This design comes from an exercise in tuning for small area, a short achievable clock period and few clock cycles on the open sky130 flow, not from production work.
RTL that was checked went through simulation tests only; none was proved equivalent to the original.
Power is estimated from default activity; no workload was simulated.

==> inputs of job 3592 <==
==> flow/design.v (excerpt) <==
module conv_layer #(
    parameter INPUT_CHANNELS = 3,
    parameter OUTPUT_CHANNELS = 32,
    parameter KERNEL_SIZE = 3,
    parameter INPUT_WIDTH = 4,
    parameter INPUT_HEIGHT = 4,
    parameter WEIGHT_BITS = 4,
    parameter ACTIVATION_BITS = 8
) (
    input wire clk,
    input wire rst_n,
    input wire [ACTIVATION_BITS-1:0] input_data,
    input wire input_valid,
    output wire input_ready,
    input wire [WEIGHT_BITS*256-1:0] weights_flat,
    input wire [7:0] weight_addr,
    input wire weight_valid,
    output wire [ACTIVATION_BITS-1:0] output_data,
    output wire output_valid,
    input wire output_ready,
    input wire start,
    output wire done,
    input wire [7:0] stride,
    input wire [7:0] padding,
    input wire [255:0] bias_flat
);
==> module conv_layer_nor2, before the edit <==
module conv_layer_nor2 (input wire a, input wire b, output wire y);
assign y = ~(a | b);
endmodule
==> module conv_layer_nand3, before the edit <==
module conv_layer_nand3 (input wire a, input wire b, input wire c, output wire y);
assign y = ~(a & b & c);
endmodule
==> module conv_layer, before the edit <==
module conv_layer #(
    parameter INPUT_CHANNELS = 3,
    parameter OUTPUT_CHANNELS = 32,
    parameter KERNEL_SIZE = 3,
    parameter INPUT_WIDTH = 4,
    parameter INPUT_HEIGHT = 4,
    parameter WEIGHT_BITS = 4,
    parameter ACTIVATION_BITS = 8
) (
    input wire clk,
    input wire rst_n,
    input wire [ACTIVATION_BITS-1:0] input_data,
    input wire input_valid,
    output wire input_ready,
    input wire [WEIGHT_BITS*256-1:0] weights_flat,
    input wire [7:0] weight_addr,
    input wire weight_valid,
    output wire [ACTIVATION_BITS-1:0] output_data,
    output wire output_valid,
    input wire output_ready,
    input wire start,
    output wire done,
    input wire [7:0] stride,
    input wire [7:0] padding,
    input wire [255:0] bias_flat
);
localparam TAPS = KERNEL_SIZE * KERNEL_SIZE;                   
localparam MACS = TAPS * INPUT_CHANNELS;                         
localparam NOUT = INPUT_WIDTH * INPUT_HEIGHT * OUTPUT_CHANNELS;  
reg        act;       
reg        wl;        
reg        wld;       
reg [4:0]  m;         
reg [8:0]  nc;        
reg        fin;       
reg        p1;        
reg        l1;        
reg        l2;        
reg        ov;        
reg        done_r;
reg [WEIGHT_BITS-1:0]                 wsr [0:TAPS-1];
reg [ACTIVATION_BITS-1:0]             in_reg;
reg [ACTIVATION_BITS+1:0]             prl;      
reg [ACTIVATION_BITS+1:0]             prh;      
reg [15:0]                            acc;
reg [ACTIVATION_BITS-1:0]             out_reg;
wire wload   = act & ~wl & ~(wld & (m == TAPS-1)) & weight_valid;
assign input_ready = act & wl & ~fin & ~(ov & (m == MACS-1));
wire taken   = input_valid & input_ready;
wire last_in = taken & (m == MACS-1);
wire finish  = fin & ov & output_ready;
always @(posedge clk or negedge rst_n) begin
    if (!rst_n) begin
        act    <= 1'b0;
        wl     <= 1'b0;
        wld    <= 1'b0;
        m      <= 5'd0;
        nc     <= 9'd0;
        fin    <= 1'b0;
        p1     <= 1'b0;
        l1     <= 1'b0;
        l2     <= 1'b0;
        ov     <= 1'b0;
        done_r <= 1'b0;
    end else begin
        act    <= start | (act & ~finish);
        wld    <= wload;
        p1     <= taken;
        l1     <= last_in;
        l2     <= l1;
        ov     <= l2 | (ov & ~output_ready);
        done_r <= finish;
        if (wld | taken) begin
            if ((wld & (m == TAPS-1)) | (m == MACS-1))
                m <= 5'd0;
            else
                m <= m + 5'd1;
        end
        if (finish)
            wl <= 1'b0;
        else if (wld & (m == TAPS-1))
            wl <= 1'b1;
        if (finish)
            fin <= 1'b0;
        else if (last_in & (nc == NOUT-1))
            fin <= 1'b1;
        if (last_in)
            nc <= nc + 9'd1;
    end
end
wire [7:0]  wlo = 8'd1 << weight_addr[2:0];
wire [31:0] whi = (32'd1 << weight_addr[7:3]) & {32{wload}};
wire wrot  = taken;
wire whold = ~(wld | taken);
wire [WEIGHT_BITS-1:0] w8_n;
reg  [4*WEIGHT_BITS-1:0] wpr;    
genvar b, g, e;
generate
    for (b = 0; b < WEIGHT_BITS; b = b + 1) begin : WB
        wire [31:0] gy;
        wire [3:0]  py;
        always @(posedge clk)
            wpr[4*b +: 4] <= py;
        for (g = 0; g < 32; g = g + 1) begin : WG
            wire [7:0] gd;
            for (e = 0; e < 8; e = e + 1) begin : WE
                assign gd[e] = weights_flat[WEIGHT_BITS*(8*g+e) + b];
            end
            conv_layer_sel8 u_g (.d(gd), .s(wlo), .y(gy[g]));
        end
        for (g = 0; g < 4; g = g + 1) begin : WP
            conv_layer_sel8 u_p (.d(gy[8*g +: 8]), .s(whi[8*g +: 8]), .y(py[g]));
        end
        wire n01, n23;
        wire q = ~((wsr[0][b] & wrot) | (wsr[TAPS-1][b] & whold));
        conv_layer_nor2  u_n01 (.a(wpr[4*b]),   .b(wpr[4*b+1]), .y(n01));
        conv_layer_nor2  u_n23 (.a(wpr[4*b+2]), .b(wpr[4*b+3]), .y(n23));
        conv_layer_nand3 u_w8  (.a(n01), .b(n23), .c(q), .y(w8_n[b]));
    end
endgenerate
wire [7:0] blo = 8'd1 << nc[6:4];
wire [3:0] bhi = 4'd1 << nc[8:7];
wire [7:0] bsel;
generate
    for (b = 0; b < 8; b = b + 1) begin : BB
        wire [3:0] gy;
        for (g = 0; g < 4; g = g + 1) begin : BG
            wire [7:0] gd;
            for (e = 0; e < 8; e = e + 1) begin : BE
                assign gd[e] = bias_flat[8*(8*g+e) + b];
            end
            conv_layer_sel8 u_g (.d(gd), .s(blo), .y(gy[g]));
        end
        assign bsel[b] = |(gy & bhi);
    end
endgenerate
wire [15:0] sum = acc + prl + {prh, 2'b00};
integer i;
always @(posedge clk) begin
    if (wld | taken) begin
        for (i = 0; i < TAPS-1; i = i + 1)
            wsr[i] <= wsr[i+1];
    end
    wsr[TAPS-1] <= w8_n;
    in_reg <= taken ? input_data : {ACTIVATION_BITS{1'b0}};
    prl <= in_reg * (wsr[TAPS-1][1:0] & {2{p1}});
    prh <= in_reg * (wsr[TAPS-1][3:2] & {2{p1}});
    if (l2 | ~act)
        acc <= {8'd0, bsel};
    else
        acc <= sum;
    if (l2)
        out_reg <= sum[15] ? {ACTIVATION_BITS{1'b0}} : sum[ACTIVATION_BITS-1:0];
end
assign output_data  = out_reg;
assign output_valid = ov;
assign done         = done_r;
endmodule
==> flow/config.mk <==
export PLATFORM = sky130hd
export DESIGN_NAME = conv_layer
export DESIGN_NICKNAME = conv_layer
export VERILOG_FILES = /design/flow/design.v
export SDC_FILE = /design/flow/constraint.sdc
export NUM_CORES = 4
export LEC_CHECK = 0
export CAP_MARGIN = 20
export CORE_AREA = 5 5 235 235
export DIE_AREA = 0 0 240 240
export SETUP_SLACK_MARGIN = 4.0
export SLEW_MARGIN = 20
export SYNTH_HIERARCHICAL = 1
==> flow/constraint.sdc <==
create_clock -name core_clock -period 7.0 [get_ports {clk}]
set_input_delay 1.4000 -clock core_clock [delete_from_list [all_inputs] [get_ports {clk}]]
set_output_delay 1.4000 -clock core_clock [all_outputs]
set_load 0.01 [all_outputs]
standard.sh (not shown) runs the stock make flow with config.mk's settings and CLKGATE_MAP_FILE= SYNTH_SCRIPT=/design/flow/synth_recipe.tcl, a recipe that flattens the netlist after the stock synthesis.
==> flow/flow/run.sh <==
#!/bin/bash
# Standard ORFS layout, with every port buffered by the smallest buffer
# instead of the default clkdlybuf4s50_1, and pins one track apart so the
# die can be small. The clock pin is placed first, in the middle of the left
# edge, with no other pin within 6 um, since its wire uses wider spacing.
set -euo pipefail
export BUFFER_PORTS_ARGS="-buffer_cell sky130_fd_sc_hd__buf_1"
# die height from config.mk (DIE_AREA = 0 0 W H)
H=$(awk '/DIE_AREA/ {print $NF}' config.mk | tail -1)
Y=$(awk -v h="$H" 'BEGIN { k = int((h / 2 - 0.34) / 0.68); printf "%.2f", 0.34 + k * 0.68 }')
LO=$(awk -v y="$Y" 'BEGIN { printf "%.2f", y - 6 }')
HI=$(awk -v y="$Y" 'BEGIN { printf "%.2f", y + 6 }')
export CLK_PIN_Y="$Y"
export PRE_IO_PLACEMENT_TCL="$PWD/flow/pre_io.tcl"
export PLACE_PINS_ARGS="-min_distance 1 -min_distance_in_tracks -exclude left:${LO}-${HI}"
echo "die height $H, clk pin at y=$Y, excluded left:${LO}-${HI}" > run_info.log
bash standard.sh finish > standard.log 2>&1
==> flow/flow/pre_io.tcl <==
# Place the clock pin by itself before the other pins.
place_pin -pin_name clk -layer met3 -location [list 0 $::env(CLK_PIN_Y)] \
  -pin_size {0.8 0.3} -force_to_die_boundary
==> job 3498: changes against job 3592 <==
==> flow/design.v (replaced) <==
`timescale 1ns / 1ps
module conv_layer_sel8 (
    input  wire [7:0] d,
    input  wire [7:0] s,
    output wire       y
);
assign y = |(d & s);
endmodule
module conv_layer #(
    parameter INPUT_CHANNELS = 3,
    parameter OUTPUT_CHANNELS = 32,
    parameter KERNEL_SIZE = 3,
    parameter INPUT_WIDTH = 4,
    parameter INPUT_HEIGHT = 4,
    parameter WEIGHT_BITS = 4,
    parameter ACTIVATION_BITS = 8
) (
    input wire clk,
    input wire rst_n,
    input wire [ACTIVATION_BITS-1:0] input_data,
    input wire input_valid,
    output wire input_ready,
    input wire [WEIGHT_BITS*256-1:0] weights_flat,
    input wire [7:0] weight_addr,
    input wire weight_valid,
    output wire [ACTIVATION_BITS-1:0] output_data,
    output wire output_valid,
    input wire output_ready,
    input wire start,
    output wire done,
    input wire [7:0] stride,
    input wire [7:0] padding,
    input wire [255:0] bias_flat
);
localparam TAPS = KERNEL_SIZE * KERNEL_SIZE;                   
localparam MACS = TAPS * INPUT_CHANNELS;                         
localparam NOUT = INPUT_WIDTH * INPUT_HEIGHT * OUTPUT_CHANNELS;  
reg        act;       
reg        wl;        
reg [4:0]  m;         
reg [8:0]  nc;        
reg        fin;       
reg        last1;     
reg        ov;        
reg        rdy;       
reg        done_r;
reg [WEIGHT_BITS-1:0]     wsr [0:TAPS-1];
reg [ACTIVATION_BITS+WEIGHT_BITS-1:0] prod;   
reg [15:0]                acc;
reg [ACTIVATION_BITS-1:0] out_reg;
wire wload   = act & ~wl & weight_valid;
wire taken   = input_valid & rdy;
wire last_in = taken & (m == MACS-1);
wire finish  = fin & ov & output_ready;
reg       act_n, wl_n, fin_n, ov_n;
reg [4:0] m_n;
always @(*) begin
    act_n = start | (act & ~finish);
    ov_n  = last1 | (ov & ~output_ready);
    m_n   = m;
    wl_n  = wl;
    if (wload | taken) begin
        if ((wload & (m == TAPS-1)) | (m == MACS-1))
            m_n = 5'd0;
        else
            m_n = m + 5'd1;
    end
    if (wload & (m == TAPS-1))
        wl_n = 1'b1;
    fin_n = fin;
    if (last_in & (nc == NOUT-1))
        fin_n = 1'b1;
    if (finish) begin
        wl_n  = 1'b0;
        fin_n = 1'b0;
    end
end
always @(posedge clk or negedge rst_n) begin
    if (!rst_n) begin
        act    <= 1'b0;
        wl     <= 1'b0;
        m      <= 5'd0;
        nc     <= 9'd0;
        fin    <= 1'b0;
        last1  <= 1'b0;
        ov     <= 1'b0;
        rdy    <= 1'b0;
        done_r <= 1'b0;
    end else begin
        act    <= act_n;
        wl     <= wl_n;
        m      <= m_n;
        fin    <= fin_n;
        last1  <= last_in;
        ov     <= ov_n;
        rdy    <= act_n & wl_n & ~fin_n & ~(ov_n & (m_n == MACS-1));
        done_r <= finish;
        if (last_in)
            nc <= nc + 9'd1;
    end
end
wire [7:0]  wlo = 8'd1 << weight_addr[2:0];
wire [31:0] whi = (32'd1 << weight_addr[7:3]) & {32{wload}};
wire [WEIGHT_BITS-1:0] wtree;
genvar b, g, e;
generate
    for (b = 0; b < WEIGHT_BITS; b = b + 1) begin : WB
        wire [31:0] gy;
        wire [3:0]  py;
        for (g = 0; g < 32; g = g + 1) begin : WG
            wire [7:0] gd;
            for (e = 0; e < 8; e = e + 1) begin : WE
                assign gd[e] = weights_flat[WEIGHT_BITS*(8*g+e) + b];
            end
            conv_layer_sel8 u_g (.d(gd), .s(wlo), .y(gy[g]));
        end
        for (g = 0; g < 4; g = g + 1) begin : WP
            conv_layer_sel8 u_p (.d(gy[8*g +: 8]), .s(whi[8*g +: 8]), .y(py[g]));
        end
        assign wtree[b] = |py;
    end
endgenerate
wire wrot  = taken;
wire whold = ~(wload | taken);
wire [WEIGHT_BITS-1:0] w8_n = wtree | (wsr[0] & {WEIGHT_BITS{wrot}})
                                    | (wsr[TAPS-1] & {WEIGHT_BITS{whold}});
wire [7:0] blo = 8'd1 << nc[6:4];
wire [3:0] bhi = 4'd1 << nc[8:7];
wire [7:0] bsel;
generate
    for (b = 0; b < 8; b = b + 1) begin : BB
        wire [3:0] gy;
        for (g = 0; g < 4; g = g + 1) begin : BG
            wire [7:0] gd;
            for (e = 0; e < 8; e = e + 1) begin : BE
                assign gd[e] = bias_flat[8*(8*g+e) + b];
            end
            conv_layer_sel8 u_g (.d(gd), .s(blo), .y(gy[g]));
        end
        assign bsel[b] = |(gy & bhi);
    end
endgenerate
wire [15:0] sum = acc + prod;
integer i;
always @(posedge clk) begin
    if (wload | taken) begin
        for (i = 0; i < TAPS-1; i = i + 1)
            wsr[i] <= wsr[i+1];
    end
    wsr[TAPS-1] <= w8_n;
    prod <= taken ? input_data * wsr[0] : {(ACTIVATION_BITS+WEIGHT_BITS){1'b0}};
    if (last1 | ~act)
        acc <= {8'd0, bsel};
    else
        acc <= sum;
    if (last1)
        out_reg <= sum[15] ? {ACTIVATION_BITS{1'b0}} : sum[ACTIVATION_BITS-1:0];
end
assign input_ready  = rdy;
assign output_data  = out_reg;
assign output_valid = ov;
assign done         = done_r;
endmodule
==> flow/flow/run.sh (replaced) <==
#!/bin/bash
# Standard ORFS layout, with every port buffered by the smallest buffer
# instead of the default clkdlybuf4s50_1.
set -euo pipefail
export BUFFER_PORTS_ARGS="-buffer_cell sky130_fd_sc_hd__buf_1"
if [[ -f flow/place_pins_args ]]; then
  export PLACE_PINS_ARGS="$(cat flow/place_pins_args)"
fi
bash standard.sh finish > standard.log 2>&1
--- a/flow/config.mk
+++ b/flow/config.mk
@@ -8,5 +8,5 @@
 export CAP_MARGIN = 20
-export CORE_AREA = 5 5 235 235
-export DIE_AREA = 0 0 240 240
-export SETUP_SLACK_MARGIN = 4.0
+export CORE_AREA = 5 5 395 395
+export DIE_AREA = 0 0 400 400
+export SETUP_SLACK_MARGIN = 3.6
 export SLEW_MARGIN = 20
removed: flow/flow/pre_io.tcl
==> comparison table <==
| metric | job 3592 | job 3498 |
|---|---|---|
| Setup slack at placement | 3030 ps | 937 ps |
| Part of the power in combinational logic | 39.3% | 60.1% |
| Via total after detailed routing | 21600 | 22400 |
| Initial antenna violation count | 89 | 116 |
| Number of levels in the clock H-tree | 4 | 3 |
| DR WL/cell | 27.8 um | 33.5 um |
| Via count of the first global-routing pass | 20800 | 20900 |
| Critical path's slowest cell | a22oi_1 | or4_4 |
| Crit Path Max Fanout | 96 | 8 |
| Initial core utilization | 23.9% | 7.75% |
| Fraction of synthesized cell area in xor and xnor cells | 1.33% | 1.48% |
| Origin of the worst min-delay path | l1 | wsr[6][2] |
| Inverters | 28 | 27 |
| R2r setup slk | 4240 ps | 3530 ps |
| Signal buffers share of area | 27.1% | 31.1% |
| Multi-input combinational cell count | 1288 | 1254 |
| Placeable core region | 52400 um^2 | 152000 um^2 |
| Power of the clock network | 0.000825 W | 0.000569 W |
| Arrival time reported for the critical path endpoint | 3270 ps | 4450 ps |
| Area after DPL | 18500 um^2 | 19700 um^2 |
| Net count after synthesis | 2822 | 2753 |
| Sequential cell area | 3060 um^2 | 2370 um^2 |
| Outcome | no timing/DRC/antenna violations | no timing/DRC/antenna violations |
| Die width | 240 um | 400 um |
Testbench counts of job 3592, summed over its fixed seeds: cycles 166,062.
Only the layout flow was run in job 3498; the RTL was not checked for function there.

afterwards: timing with drivers on the ports:
No port has a modelled driver above. Below, the same layouts with a new extraction and two added sets of constraints. Step 1: set_driving_cell puts a clkbuf_16 on clk and a buf_2 on each other input, an assumption about the parent block. Step 2, shift: input delay + t, output delay - t, t = (earliest + latest rising clock arrival at the registers) / 2. This alone moves slack from input paths to output paths. Three values: no drivers, after step 1, after step 2; two values: the first two.
run | t, ns | setup slack, ns | worst setup path at the end
job 3592 | 0.461 | 4.010 / 3.943 / 3.482 | input to register
job 3498 | 0.381 | 2.791 / 2.634 / 2.253 | input to register
After both steps setup and hold are still met in every run listed. The setup slack of job 3498, which loses most, moves by -0.157 ns with the drivers and by -0.538 ns with both steps.
